Background: an optimization exercise with open tools, aiming at small area and a short achievable clock period. Do not read the settings as production practice. RTL that was checked went through simulation tests only; none was proved equivalent to the original. Power is estimated from default activity; no workload was simulated.

==> flow/design.v <==
`timescale 1ns/1ps
module Radix_2_div #(
parameter[3:0]	DSIZE	= 15,
parameter[3:0]	PSIZE	= 15
)(
	input				clock,
	input				rst,
	input [DSIZE-1:0]	divisor,
	input [DSIZE-1:0]	dividend,
	output[PSIZE-1:0]	quotient,
	output[3:0]			quoexp
);
localparam [15:0] FOLD = 16'b0010_0100_1001_0000;
function integer pend;	 
	input integer t;
	integer k;
	begin
		pend = 1;
		for (k = 2; k <= t; k = k + 1)
			pend = FOLD[k] ? 1 : pend + 1;
	end
endfunction
function [14:0] srt_step;
	input [14:0] z;
	input pos, neg;
	input [13:0] d;
	reg [14:0] dx, op;
	reg [15:0] s;
	begin
		dx = {1'b1, d};
		op = ({15{pos}} & ~dx) | ({15{neg}} & dx);
		s = {z, 1'b1} + {op, pos};
		srt_step = s[15:1];
	end
endfunction
reg	[14:0]	n1, d1;
always @(posedge clock) begin
	n1	<= dividend;
	d1	<= divisor;
end
wire [15:0]	y0 = {d1, 1'b0};
wire		s3 = ~|y0[15:8];
wire [15:0]	y1 = s3 ? {y0[7:0], 8'b0} : y0;
wire		s2 = ~|y1[15:12];
wire [15:0]	y2 = s2 ? {y1[11:0], 4'b0} : y1;
wire		s1 = ~|y2[15:14];
wire [15:0]	y3 = s1 ? {y2[13:0], 2'b0} : y2;
wire		s0 = ~y3[15];
wire [15:0]	y4 = s0 ? {y3[14:0], 1'b0} : y3;
reg	[14*15-1:0]	Zf;	 
reg	[14:0]		Pf, Nf;	 
reg	[14*14-1:0]	Df;	 
reg	[15*4-1:0]	Ef;	 
reg	[15*15-1:0]	Bf;	 
reg	[15*15-1:0]	Lf;	 
always @(posedge clock) begin
	Zf[0 +: 15]	<= n1;
	Pf[0]		<= n1[14];
	Nf[0]		<= 1'b0;
	Df[0 +: 14]	<= y4[14:1];
	Ef[0 +: 4]	<= {s3, s2, s1, s0};
end
genvar t;
generate
for (t = 1; t <= 14; t = t + 1) begin: STEP
	wire [14:0]	Z	= (t == 1) ? Zf[0 +: 15] : {Zf[(t-1)*15 +: 14], 1'b0};
	wire		pos	= Pf[t-1];
	wire		neg	= Nf[t-1];
	wire [14:0]	S	= srt_step(Z, pos, neg, Df[(t-1)*14 +: 14]);
	always @(posedge clock) begin
		Ef[t*4 +: 4]	<= Ef[(t-1)*4 +: 4];
		Pf[t]			<= ~S[14] &  S[13];
		Nf[t]			<=  S[14] & ~S[13];
	end
	if (t < 14) begin: KEEPZ
		always @(posedge clock) begin
			Zf[t*15 +: 14]	<= S[13:0];
			Df[t*14 +: 14]	<= Df[(t-1)*14 +: 14];
		end
	end else begin: LASTZ
	end
	if (t == 1) begin: QFIRST
		always @(posedge clock) begin
			Bf[15 +: 1]	<= pos | neg;
			Lf[15 +: 1]	<= neg;
		end
	end else if (FOLD[t]) begin: QFOLD
		localparam integer P = pend(t-1);
		wire [t-2:0]	Bp	= Bf[(t-1)*15 +: t-1];
		wire [P-1:0]	Lp	= Lf[(t-1)*15 +: P];
		wire [t-2:0]	Bn	= Bp - {Lp, 1'b0};
		always @(posedge clock) begin
			Bf[t*15 +: t]	<= {Bn, pos | neg};
			Lf[t*15 +: 1]	<= neg;
		end
	end else begin: QSHIFT
		localparam integer P = pend(t-1);
		always @(posedge clock) begin
			Bf[t*15 +: t]		<= {Bf[(t-1)*15 +: t-1], pos | neg};
			Lf[t*15 +: P+1]	<= {Lf[(t-1)*15 +: P], neg};
		end
	end
end
endgenerate
localparam integer PL = pend(14);
wire		pos0	= Pf[14];
wire		neg0	= Nf[14];
wire [14:0]	Qfin	= {Bf[14*15 +: 14], pos0 | neg0} - {Lf[14*15 +: PL], neg0, 1'b0};
reg	[4:0]	cnt;
always @(posedge clock, posedge rst) begin
	if (rst)			cnt	<= 5'd0;
	else if (!cnt[4])	cnt	<= cnt + 5'd1;
end
reg	[14:0]	Qu;
reg	[3:0]	exp;
always @(posedge clock, posedge rst) begin
	if (rst) begin
		Qu	<= 15'd0;
		exp	<= 4'd0;
	end else begin
		Qu	<= cnt[4] ? Qfin : 15'd0;
		exp	<= cnt[4] ? Ef[14*4 +: 4] : 4'd0;
	end
end
assign	quotient	= Qu;
assign	quoexp		= exp;
endmodule
Settings: LEC_CHECK=0, CAP_MARGIN=20, CORE_MARGIN=2, CORE_UTILIZATION=40, CTS_BUF_LIST=sky130_fd_sc_hd__clkbuf_8, SETUP_SLACK_MARGIN=1.4, SLEW_MARGIN=20; clock period 4.0 ns.
run.sh (not shown) runs the stock make flow with config.mk's settings and CLKGATE_MAP_FILE= SYNTH_SCRIPT=/design/flow/synth_recipe.tcl, a recipe that flattens the netlist after the stock synthesis.
The starting point finished with timing, DRC and antenna clean.
==> next run, changes <==
- CTS_BUF_LIST: sky130_fd_sc_hd__clkbuf_8 -> unset
- SETUP_SLACK_MARGIN: 1.4 -> 2.1
Cell area rose by 22%.
Count of clock-buffer cells in the layout fell by 33.
Die area does not change.
Synthesized cell count stays the same.
==> next run, changes <==
- SETUP_SLACK_MARGIN: 2.1 -> unset
Via count came out lower by 9.8%.
Sequential power stays flat.
Power goes down by 23%.
Worst setup slack got worse by 520 ps.
Global-route usage went down by 2.4 points.
==> next run, changes <==
- SETUP_SLACK_MARGIN: unset -> 1.3
The new run went through all stages and came out clean.
Utilization went up by 0.50 points.
Routed wire length went up by 0.96%.
Final cell count went up by 0.39%.
Die area does not change.
Worst setup slack improves by 330 ps.
Function was not checked in any run of this note: the RTL went through the layout flow alone.

========
Starts from the design.v that is shown in full above.
export LEC_CHECK = 0
export CAP_MARGIN = 20
export CORE_MARGIN = 2
export CORE_UTILIZATION = 40
export SETUP_SLACK_MARGIN = 1.7
export SLEW_MARGIN = 20
create_clock -name core_clock -period 4.0 [get_ports {clock}]
Edit:
CTS_BUF_LIST = sky130_fd_sc_hd__clkbuf_8   (was default)
CTS_CLUSTER_DIAMETER = 60   (was default)
CTS_CLUSTER_SIZE = 16   (was default)
SETUP_SLACK_MARGIN = 1.4   (was 1.7)
What happened: Register-to-register slack got worse by 0.15 ns; die area stays the same; global-route usage shrinks by 1.3 points.
Edit:
CTS_BUF_LIST = default   (was sky130_fd_sc_hd__clkbuf_8)
CTS_CLUSTER_DIAMETER = default   (was 60)
CTS_CLUSTER_SIZE = default   (was 16)
SETUP_SLACK_MARGIN = 0.8   (was 1.4)
Result: Via count barely changes. Cell area increases by about 2.5%. Fmax went down by about 14%. Setup slack degrades by 0.40 ns. Clock skew is lower by 0.022 ns. Global-route usage grows by 0.30 points. Worst hold slack degrades by 0.0046 ns. Synthesized cell count stays the same. Synthesized area stays the same. Total power climbs by 8.6%. Utilization goes up by 1.1 points.
Function was not checked in any run of this note: the RTL went through the layout flow alone.

========
zinc:
Another version of the RTL of Radix_2_div (not shown whole).
For scale: about 51 I/O pins, about 26,000 sq um of cells after synthesis.
export LEC_CHECK = 0
export ABC_AREA = 1
export CAP_MARGIN = 20
export CORE_MARGIN = 2
export CORE_UTILIZATION = 40
export CTS_BUF_LIST = sky130_fd_sc_hd__clkbuf_8
export CTS_CLUSTER_DIAMETER = 60
export CTS_CLUSTER_SIZE = 16
export PLACE_DENSITY = 0.75
export SETUP_SLACK_MARGIN = 1.8
export SLEW_MARGIN = 20
create_clock -name core_clock -period 4.0 [get_ports {clock}]
Inputs modified between zinc and yarrow:
Settings: SETUP_SLACK_MARGIN now 1.75, was 1.8; PLACE_DENSITY now 0.65, was 0.75.
### Flow results
Result for zinc and yarrow: all clean. Sequential share of layout area delta for yarrow relative to zinc: 0.39 points lower. In yarrow the post-CTS setup repair buffer count turned out 1 lower than in zinc. zinc → yarrow: signed area change from the synthesized netlist to the final layout up 0.88 points; combinational power flat.
The following lists how xenon was set up differently from yarrow:
Settings: changing CTS_CLUSTER_SIZE from 16 to 20; changing PLACE_DENSITY from 0.65 to 0.75; changing CTS_CLUSTER_DIAMETER from 60 to 70.
## What came out
In the reports for yarrow and xenon, the smaller post-route non-filler standard cell count belongs to xenon.
Leakage power summed over all cells in xenon vs yarrow: down 2.2%
[diff] total length of routed wires, xenon relative to yarrow: improvement
Changes observed in xenon relative to yarrow: power consumption now smaller, total standard cell area after synthesis comparable.
Part of the power in combinational logic: xenon > yarrow
Summary — timing-limited maximum frequency, xenon relative to yarrow: higher, by 1.6%.
Relative to xenon, the following input files were edited for amber:
Settings: CORE_UTILIZATION changed from 40 to 50; CTS_CLUSTER_DIAMETER changed from 70 to 60; CTS_CLUSTER_SIZE changed from 20 to 16.
==> run notes <==
From xenon to amber the numbers moved as follows: switching share of total power closely matched the old numbers, number of standard-cell rows in the floorplan decreased by 10 relative to the old numbers, die area decreased by 13,000 sq um relative to the old numbers, overall die height decreased by about 10% relative to the old numbers, number of cells after detailed placement decreased by 173 relative to the old numbers.
Area occupied by registers: xenon vs amber, no meaningful difference
Compared to xenon, amber leaves less free space in the core.
Going from xenon to amber, clock skew grows by 20 ps.
amber vs xenon: cell area after layout up in amber

========
Radix_2_div, a different RTL version from the one above (not shown whole).
For scale: roughly 660 flip-flops, ~51 I/O pins, roughly 25000 um2 of cells after synthesis.
make LEC_CHECK=0 ABC_AREA=1 CAP_MARGIN=20 CORE_MARGIN=2 CORE_UTILIZATION=40 CTS_BUF_LIST=sky130_fd_sc_hd__clkbuf_8 CTS_CLUSTER_DIAMETER=60 CTS_CLUSTER_SIZE=16 PLACE_DENSITY=0.75 SETUP_SLACK_MARGIN=1.65 SLEW_MARGIN=20 finish   # period 4.0 ns
Edit:
CTS_BUF_LIST = sky130_fd_sc_hd__clkbuf_4   (was sky130_fd_sc_hd__clkbuf_8)
CTS_CLUSTER_DIAMETER = unset   (was 60)
CTS_CLUSTER_SIZE = unset   (was 16)
PLACE_DENSITY = unset   (was 0.75)
SETUP_SLACK_MARGIN = 1.4   (was 1.65)
After rerunning:
- The new run completed with no timing, DRC or antenna violations
- die area stays the same
- clock power rises by 78%
- design area rises by 1.6%
- via count rises by 4.6%
Edit:
CTS_BUF_LIST = sky130_fd_sc_hd__clkbuf_8   (was sky130_fd_sc_hd__clkbuf_4)
CTS_CLUSTER_DIAMETER = 60   (was unset)
CTS_CLUSTER_SIZE = 16   (was unset)
PLACE_DENSITY = 0.75   (was unset)
SETUP_SLACK_MARGIN = 1.7   (was 1.4)
The new run finished clean.
Worst hold slack gets better by 66 ps.
Routed wire length drops by 3.0%.
Count of clock-buffer cells in the layout drops by 182.
Cell count drops by 3.1%.
Die area stays the same.
Via count drops by 2.6%.
Worst setup slack gets better by 180 ps.
Power drops by 3.7%.

==> afterwards: timing with drivers on the ports <==
No port has a modelled driver above. Below, the same layouts with a new extraction and two added sets of constraints.
Step 1, drivers: a clkbuf_16 drives clock and a buf_2 each remaining input, both assumed.
Step 2 moves the port delays by t, midway between the first and last clock arrival at a register: inputs arrive t later, outputs are due t later. That takes back most of the time a late clock gives input paths.
Slacks: ideal ports / drivers / drivers and shift; pairs: ideal ports / drivers.
run | t, ns | slack for setup (ns) | worst hold slack (ns)
the first run of note 1 | 0.729 | 1.476 / 1.476 / 1.476 | 0.309 / 0.309 / 0.309
the second run of note 1 | 0.657 | 1.593 / 1.593 / 1.593 | 0.319 / 0.319 / 0.319
the third run of note 1 | 0.655 | 1.077 / 1.077 / 1.077 | 0.317 / 0.317 / 0.317
the fourth run of note 1 | 0.653 | 1.405 / 1.405 / 1.405 | 0.316 / 0.316 / 0.316
the first run of note 2 | 0.661 | 1.619 / 1.619 / 1.619 | 0.318 / 0.318 / 0.318
the second run of note 2 | 0.712 | 1.473 / 1.473 / 1.473 | 0.321 / 0.321 / 0.321
the third run of note 2 | 0.655 | 1.077 / 1.077 / 1.077 | 0.317 / 0.317 / 0.317
zinc | 0.677 | 1.867 / 1.835 / 1.867 | 0.324 / 0.324 / 0.324
yarrow | 0.707 | 1.839 / 1.784 / 1.868 | 0.325 / 0.325 / 0.325
xenon | 0.659 | 1.874 / 1.858 / 1.874 | 0.329 / 0.329 / 0.329
amber | 0.718 | 1.842 / 1.788 / 1.851 | 0.314 / 0.314 / 0.314
the first run of note 4 | 0.659 | 1.718 / 1.661 / 1.718 | 0.316 / 0.316 / 0.316
the second run of note 4 | 0.976 | 1.580 / 1.535 / 1.580 | 0.247 / 0.216 / 0.285
the third run of note 4 | 0.657 | 1.756 / 1.756 / 1.756 | 0.314 / 0.314 / 0.314
After both steps every run listed still meets setup and hold.
